Source: an optimization exercise on an open RTL-to-GDS flow (aim: small area, a short achievable clock period and few clock cycles per item). Production flows keep margins and buffers that such runs may drop. At most, simulation tests tie the RTL to the original design; equivalence was not proved.

main:
==> module alu, before the edit <==
module alu(
    input wire clk,
    input wire reset,
    input wire start,
    input wire [1:0] op_select,    
    input wire [15:0] op1,
    input wire [7:0] op2,
    output reg [15:0] res,
    output reg done
);
    wire [15:0] mx, my;
    mul8s_tree u_mul (.a(op1[7:0]), .b(op2), .x(mx), .y(my));
    wire [15:0] sum;
    addsub u_add (.mul(op_select[1]), .sub(op_select[0]), .a(op1), .b(op2),
                  .mx(mx), .my(my), .y(sum));
    reg        busy;         
    reg  [7:0] rem_r;        
    reg  [3:0] q_r;          
    always @(posedge clk or posedge reset)
        if (reset) busy <= 1'b0;
        else       busy <= start & op_select[1] & op_select[0];
    wire [3:0] n = busy ? op1[3:0] : op1[7:4];
    wire [7:0] rem [0:4];
    wire [3:0] q;
    assign rem[0] = busy ? rem_r : op1[15:8];
    genvar i;
    generate
        for (i = 0; i < 4; i = i + 1) begin : rows
            divrow u (.t({rem[i], n[3-i]}), .d(op2), .c(q[3-i]), .r(rem[i+1]));
        end
    endgenerate
    always @(posedge clk) begin
        rem_r <= rem[4];
        q_r   <= q;
    end
    always @(*) begin
        if (op_select == 2'b11) begin
            res  = {q_r, q, rem[4]};
            done = busy;
        end else begin
            res  = sum;
            done = 1'b1;
        end
    end
endmodule
==> flow/config.mk <==
export PLATFORM = sky130hd
export DESIGN_NAME = alu
export DESIGN_NICKNAME = alu
export VERILOG_FILES = /design/flow/design.v
export SDC_FILE = /design/flow/constraint.sdc
export NUM_CORES = 4
export LEC_CHECK = 0
export CAP_MARGIN = 20
export CORE_MARGIN = 2
export CORE_UTILIZATION = 40
export CTS_BUF_LIST = sky130_fd_sc_hd__clkbuf_4
export SLEW_MARGIN = 20
==> flow/constraint.sdc <==
create_clock -name core_clock -period 14.0 [get_ports {clk}]
set_input_delay 2.8000 -clock core_clock [delete_from_list [all_inputs] [get_ports {clk}]]
set_output_delay 2.8000 -clock core_clock [all_outputs]
set_load 0.01 [all_outputs]
standard.sh (not shown) runs the stock make flow with config.mk's settings and CLKGATE_MAP_FILE= SYNTH_SCRIPT=/design/flow/synth_recipe.tcl, a recipe that flattens the netlist after the stock synthesis.
==> flow/flow/run.sh <==
#!/bin/bash
# Layout flow: the standard synthesis, then the combinational logic re-mapped
# by ABC (flip-flops untouched), then the standard ORFS flow from floorplan on.
# Each tool's output goes to a log file of its own in the work folder.
set -euo pipefail
W=$(pwd)
F=$W/flow
R=$W/orfs/results/${FLOW_PLATFORM}/alu/base
ABC_D=$(cat $F/abc_delay_ps)
bash standard.sh synth > $W/log_1_standard_synth.txt 2>&1
cp $R/1_2_yosys.v $W/standard_1_2_yosys.v
DU=$(make -s -C $FLOW_HOME DESIGN_CONFIG=$FLOW_CONFIG WORK_HOME=$W/orfs print-DONT_USE_CELLS | sed 's/^DONT_USE_CELLS: //')
printf 'set_driving_cell sky130_fd_sc_hd__buf_1\nset_load 5\n' > $W/abc.constr
sed "s/{D}/-D $ABC_D/g" $F/s.abc > $W/resynth.abc
RS_IN=$W/standard_1_2_yosys.v RS_OUT=$W/resynth.v \
  RS_LIB=$FLOW_HOME/platforms/${FLOW_PLATFORM}/lib/sky130_fd_sc_hd__tt_025C_1v80.lib \
  RS_DONTUSE="$DU" RS_D=$ABC_D RS_SCRIPT=$W/resynth.abc RS_CONSTR=$W/abc.constr \
  RS_KEEP_FA=$(cat $F/keep_fa 2>/dev/null || echo 0) yosys -c $F/resynth.tcl > $W/log_2_resynth.txt 2>&1
cp $W/resynth.v $R/1_2_yosys.v
rm -f $R/1_synth.odb $R/1_synth.sdc
if [[ -f $F/orfs_env ]]; then source $F/orfs_env; fi
bash standard.sh finish > $W/log_3_standard_finish.txt 2>&1
Other scripts of this flow, unchanged in this note and not shown: flow/flow/abc_delay_ps, flow/flow/keep_fa, flow/flow/orfs_env, flow/flow/resynth.tcl, flow/flow/s.abc
Testbench counts of main, summed over its fixed seeds: cycles 9,972, ops 8,000.
The inputs of the feature branch differ from those of main as listed below.
--- a/flow/design.v
+++ b/flow/design.v
@@ -204,29 +204,29 @@
     addsub u_add (.mul(op_select[1]), .sub(op_select[0]), .a(op1), .b(op2),
                   .mx(mx), .my(my), .y(sum));
     reg        busy;         
     reg  [7:0] rem_r;        
-    reg  [3:0] q_r;          
+    reg  [7:3] q_r;          
     always @(posedge clk or posedge reset)
         if (reset) busy <= 1'b0;
         else       busy <= start & op_select[1] & op_select[0];
-    wire [3:0] n = busy ? op1[3:0] : op1[7:4];
-    wire [7:0] rem [0:4];
-    wire [3:0] q;
+    wire [4:0] n = {busy ? op1[2:0] : op1[7:5], op1[4:3]};
+    wire [7:0] rem [0:5];
+    wire [4:0] q;
     assign rem[0] = busy ? rem_r : op1[15:8];
     genvar i;
     generate
-        for (i = 0; i < 4; i = i + 1) begin : rows
-            divrow u (.t({rem[i], n[3-i]}), .d(op2), .c(q[3-i]), .r(rem[i+1]));
+        for (i = 0; i < 5; i = i + 1) begin : rows
+            divrow u (.t({rem[i], n[4-i]}), .d(op2), .c(q[4-i]), .r(rem[i+1]));
         end
     endgenerate
     always @(posedge clk) begin
-        rem_r <= rem[4];
+        rem_r <= rem[5];
         q_r   <= q;
     end
     always @(*) begin
         if (op_select == 2'b11) begin
-            res  = {q_r, q, rem[4]};
+            res  = {q_r, q[4:2], rem[3]};
             done = busy;
         end else begin
             res  = sum;
             done = 1'b1;
Results
Comparing post-layout minimum cycle time for main and the feature branch, the bigger number came from main.
Comparing main and the feature branch, the higher global placement routability congestion is on the feature branch.
A timing startpoint of the critical path of op2[1] is what main shows, while op2[3] belongs to the feature branch.
Placeable core region in the feature branch is 12% above main.
Looking at critical path endpoint, the res[4] result is from the feature branch; the res[5] one comes from main.
main and the feature branch ended up with roughly the same post-route clock skew.
Function not checked in the feature branch: the RTL went through the layout flow alone.

Another version of the RTL of alu (not shown whole).
Size: about 790 cells after synthesis, ~46 I/O pins, about 4500 sq um of cells after synthesis.
==> module alu, before the edit <==
module alu(
    input wire clk,
    input wire reset,
    input wire start,
    input wire [1:0] op_select,    
    input wire [15:0] op1,
    input wire [7:0] op2,
    output reg [15:0] res,
    output reg done
);
    wire [15:0] mx, my;
    mul8s_tree u_mul (.a(op1[7:0]), .b(op2), .x(mx), .y(my));
    wire [15:0] sum;
    addsub u_add (.mul(op_select[1]), .sub(op_select[0]), .a(op1), .b(op2),
                  .mx(mx), .my(my), .y(sum));
    reg        s1, s2;       
    reg  [7:0] rem_r;        
    reg  [3:0] q_r;          
    reg  [7:0] d_r;          
    reg  [3:0] n_r;          
    always @(posedge clk or posedge reset)
        if (reset) begin
            s1 <= 1'b0;
            s2 <= 1'b0;
        end else begin
            s1 <= start & op_select[1] & op_select[0];
            s2 <= s1;
        end
    wire [7:0] rem [0:4];
    wire [3:0] q;
    assign rem[0] = rem_r;
    genvar i;
    generate
        for (i = 0; i < 4; i = i + 1) begin : rows
            divrow u (.t({rem[i], n_r[3-i]}), .d(d_r), .c(q[3-i]), .r(rem[i+1]));
        end
    endgenerate
    always @(posedge clk) begin
        rem_r <= start ? op1[15:8] : rem[4];
        q_r   <= q;
        d_r   <= op2;
        n_r   <= s1 ? op1[3:0] : op1[7:4];
    end
    always @(*) begin
        if (op_select == 2'b11) begin
            res  = {q_r, q, rem[4]};
            done = s2;
        end else begin
            res  = sum;
            done = 1'b1;
        end
    end
endmodule
==> flow/config.mk <==
export PLATFORM = sky130hd
export DESIGN_NAME = alu
export DESIGN_NICKNAME = alu
export VERILOG_FILES = /design/flow/design.v
export SDC_FILE = /design/flow/constraint.sdc
export NUM_CORES = 4
export LEC_CHECK = 0
export CAP_MARGIN = 20
export CORE_MARGIN = 2
export CORE_UTILIZATION = 40
export SLEW_MARGIN = 20
==> flow/constraint.sdc <==
create_clock -name core_clock -period 14.0 [get_ports {clk}]
set_input_delay 2.8000 -clock core_clock [delete_from_list [all_inputs] [get_ports {clk}]]
set_output_delay 2.8000 -clock core_clock [all_outputs]
set_load 0.01 [all_outputs]
==> flow/flow/run.sh <==
#!/bin/bash
# Layout flow: the standard synthesis, then the combinational logic re-mapped
# by ABC (flip-flops untouched), then the standard ORFS flow from floorplan on.
# Each tool's output goes to a log file of its own in the work folder.
set -euo pipefail
W=$(pwd)
F=$W/flow
R=$W/orfs/results/${FLOW_PLATFORM}/alu/base
ABC_D=$(cat $F/abc_delay_ps)
bash standard.sh synth > $W/log_1_standard_synth.txt 2>&1
cp $R/1_2_yosys.v $W/standard_1_2_yosys.v
DU=$(make -s -C $FLOW_HOME DESIGN_CONFIG=$FLOW_CONFIG WORK_HOME=$W/orfs print-DONT_USE_CELLS | sed 's/^DONT_USE_CELLS: //')
printf 'set_driving_cell sky130_fd_sc_hd__buf_1\nset_load 5\n' > $W/abc.constr
sed "s/{D}/-D $ABC_D/g" $F/s.abc > $W/resynth.abc
RS_IN=$W/standard_1_2_yosys.v RS_OUT=$W/resynth.v \
  RS_LIB=$FLOW_HOME/platforms/${FLOW_PLATFORM}/lib/sky130_fd_sc_hd__tt_025C_1v80.lib \
  RS_DONTUSE="$DU" RS_D=$ABC_D RS_SCRIPT=$W/resynth.abc RS_CONSTR=$W/abc.constr \
  yosys -c $F/resynth.tcl > $W/log_2_resynth.txt 2>&1
cp $W/resynth.v $R/1_2_yosys.v
rm -f $R/1_synth.odb $R/1_synth.sdc
if [[ -f $F/orfs_env ]]; then source $F/orfs_env; fi
bash standard.sh finish > $W/log_3_standard_finish.txt 2>&1
Other scripts of this flow, unchanged in this note and not shown: flow/flow/abc_delay_ps, flow/flow/orfs_env, flow/flow/resynth.tcl, flow/flow/s.abc
Testbench counts at the start, summed over its fixed seeds: cycles 11,944, ops 8,000.
Next try:
--- a/flow/design.v
+++ b/flow/design.v
@@ -204,35 +204,36 @@
     addsub u_add (.mul(op_select[1]), .sub(op_select[0]), .a(op1), .b(op2),
                   .mx(mx), .my(my), .y(sum));
     reg        s1, s2;       
     reg  [7:0] rem_r;        
     reg  [3:0] q_r;          
     reg  [7:0] d_r;          
-    reg  [3:0] n_r;          
+    reg  [7:0] n_r;          
     always @(posedge clk or posedge reset)
         if (reset) begin
             s1 <= 1'b0;
             s2 <= 1'b0;
         end else begin
             s1 <= start & op_select[1] & op_select[0];
             s2 <= s1;
         end
+    wire [3:0] n = s2 ? n_r[3:0] : n_r[7:4];
     wire [7:0] rem [0:4];
     wire [3:0] q;
     assign rem[0] = rem_r;
     genvar i;
     generate
         for (i = 0; i < 4; i = i + 1) begin : rows
-            divrow u (.t({rem[i], n_r[3-i]}), .d(d_r), .c(q[3-i]), .r(rem[i+1]));
+            divrow u (.t({rem[i], n[3-i]}), .d(d_r), .c(q[3-i]), .r(rem[i+1]));
         end
     endgenerate
     always @(posedge clk) begin
         rem_r <= start ? op1[15:8] : rem[4];
         q_r   <= q;
         d_r   <= op2;
-        n_r   <= s1 ? op1[3:0] : op1[7:4];
+        n_r   <= op1[7:0];
     end
     always @(*) begin
         if (op_select == 2'b11) begin
             res  = {q_r, q, rem[4]};
             done = s2;
         end else begin
What happened:
- count of clock-buffer cells in the layout rose by 3
- clock skew went down by 0.0077 ns
- final cell count climbs by 0.31%
- cell area grows by 1.3%
- core utilization rises by 0.61 points
- synthesized area grows by 0.31%
- sequential share of layout area goes up by 1.5 points
- setup slack improves by 0.23 ns
- worst hold slack is worse by 0.18 ns
- via count barely changes
Only the layout flow was run in the second run of this note; the RTL was not checked for function there.

## violet
alu with an RTL version that a note above also has.
Size in the first run: roughly 720 cells after synthesis, roughly 46 I/O pins, roughly 4400 um2 of cells after synthesis.
clock: 14.0 ns
lec_check: 0
cap_margin: 20
core_margin: 2
core_utilization: 40
cts_buf_list: sky130_fd_sc_hd__clkbuf_4
slew_margin: 20
==> flow/flow/run.sh <==
#!/bin/bash
# Layout flow: the standard synthesis, then the combinational logic re-mapped
# by ABC (flip-flops untouched), then the standard ORFS flow from floorplan on.
# Each tool's output goes to a log file of its own in the work folder.
set -euo pipefail
W=$(pwd)
F=$W/flow
R=$W/orfs/results/${FLOW_PLATFORM}/alu/base
ABC_D=$(cat $F/abc_delay_ps)
bash standard.sh synth > $W/log_1_standard_synth.txt 2>&1
cp $R/1_2_yosys.v $W/standard_1_2_yosys.v
DU=$(make -s -C $FLOW_HOME DESIGN_CONFIG=$FLOW_CONFIG WORK_HOME=$W/orfs print-DONT_USE_CELLS | sed 's/^DONT_USE_CELLS: //')
printf 'set_driving_cell sky130_fd_sc_hd__buf_1\nset_load 5\n' > $W/abc.constr
sed "s/{D}/-D $ABC_D/g" $F/s.abc > $W/resynth.abc
RS_IN=$W/standard_1_2_yosys.v RS_OUT=$W/resynth.v \
  RS_LIB=$FLOW_HOME/platforms/${FLOW_PLATFORM}/lib/sky130_fd_sc_hd__tt_025C_1v80.lib \
  RS_DONTUSE="$DU" RS_D=$ABC_D RS_SCRIPT=$W/resynth.abc RS_CONSTR=$W/abc.constr \
  RS_KEEP_FA=$(cat $F/keep_fa 2>/dev/null || echo 0) yosys -c $F/resynth.tcl > $W/log_2_resynth.txt 2>&1
cp $W/resynth.v $R/1_2_yosys.v
rm -f $R/1_synth.odb $R/1_synth.sdc
if [[ -f $F/orfs_env ]]; then source $F/orfs_env; fi
bash standard.sh finish > $W/log_3_standard_finish.txt 2>&1
Other scripts of this flow, unchanged in this note and not shown: flow/flow/abc_delay_ps, flow/flow/keep_fa, flow/flow/orfs_env, flow/flow/resynth.tcl, flow/flow/s.abc
Testbench counts of violet, summed over its fixed seeds: cycles 9,972, ops 8,000.
--- input diff violet..fjord ---
--- a/flow/design.v
+++ b/flow/design.v
@@ -203,30 +203,39 @@
     wire [15:0] sum;
     addsub u_add (.mul(op_select[1]), .sub(op_select[0]), .a(op1), .b(op2),
                   .mx(mx), .my(my), .y(sum));
+    wire       is_div = op_select[1] & op_select[0];
     reg        busy;         
+    reg        retry;        
     reg  [7:0] rem_r;        
     reg  [3:0] q_r;          
-    always @(posedge clk or posedge reset)
-        if (reset) busy <= 1'b0;
-        else       busy <= start & op_select[1] & op_select[0];
-    wire [3:0] n = busy ? op1[3:0] : op1[7:4];
+    wire       quick = (op1[15:8] == 8'd0) & ~retry;
+    wire       fits  = (op2[7:4] != 4'd0) | (op1[7:4] < op2[3:0]);
+    wire [3:0] n = (busy | quick) ? op1[3:0] : op1[7:4];
     wire [7:0] rem [0:4];
     wire [3:0] q;
-    assign rem[0] = busy ? rem_r : op1[15:8];
+    assign rem[0] = busy ? rem_r : {op1[15:12], quick ? op1[7:4] : op1[11:8]};
     genvar i;
     generate
         for (i = 0; i < 4; i = i + 1) begin : rows
             divrow u (.t({rem[i], n[3-i]}), .d(op2), .c(q[3-i]), .r(rem[i+1]));
         end
     endgenerate
+    always @(posedge clk or posedge reset)
+        if (reset) begin
+            busy  <= 1'b0;
+            retry <= 1'b0;
+        end else begin
+            busy  <= (start & is_div & ~quick) | retry;
+            retry <=  start & is_div & quick & ~fits;
+        end
     always @(posedge clk) begin
         rem_r <= rem[4];
         q_r   <= q;
     end
     always @(*) begin
-        if (op_select == 2'b11) begin
-            res  = {q_r, q, rem[4]};
-            done = busy;
+        if (is_div) begin
+            res  = {busy ? q_r : 4'd0, q, rem[4]};
+            done = busy | (quick & fits);
         end else begin
             res  = sum;
             done = 1'b1;
Notes after the runs:
Row number of nets produced by synthesis: fjord higher / violet lower. In fjord the total instance count after detailed placement turned out 48 higher than in violet. fjord reports a lower worst setup slack than violet does. The worst hold margin number comes out lower for fjord vs violet. Area of all sequential standard cells came out higher on fjord than on violet. Clock-buffer cell count (higher): violet. Run comparison: fjord origin of the worst setup path op1[13]; violet origin of the worst setup path op2[2]. On worst setup slack after placement, violet beats fjord. Cmp fjord and violet / critical path depth in cells / higher: fjord. Looking at end point of the critical path, the res[5] result is from violet; the res[2] one comes from fjord. fjord vs. violet: filler cell count grew by about 0.5%, signed area change from the synthesized netlist to the final layout held steady, total routing resource utilization after global routing held steady, design area grew by about 6%.
No functional check of the RTL was part of fjord.

## afterwards: timing with drivers on the ports
The results above use ideal ports. As a check the final layouts listed here were re-extracted and re-timed, cells and wires unchanged. Step 1: set_driving_cell puts a clkbuf_16 on clk and a buf_2 on each other input, an assumption about the parent block. Step 2 times the ports against the registers' clock, not the clock port: input delays grow and output delays shrink by t, the midpoint of the rising clock arrivals with the driver on. Three values: ideal, step 1, step 2; two values: the first two.
run	shift t [ns]	setup slack, ns	slew at the worst register clock pin (ns)
main	0.315	1.893 / 1.872 / 1.872	0.09 / 0.09
the feature branch	0.306	2.924 / 2.902 / 2.902	0.09 / 0.09
the first run of note 2	0.311	3.216 / 3.168 / 3.168	0.11 / 0.11
the second run of note 2	0.297	3.446 / 3.419 / 3.504	0.07 / 0.07
violet	0.311	1.972 / 1.949 / 1.949	0.11 / 0.11
fjord	0.320	1.450 / 1.428 / 1.428	0.09 / 0.09
After both steps setup and hold are still met in every run listed. For the first run of note 2, which loses most, drivers alone change the setup slack by -0.048 ns; drivers and shift together by -0.048 ns.
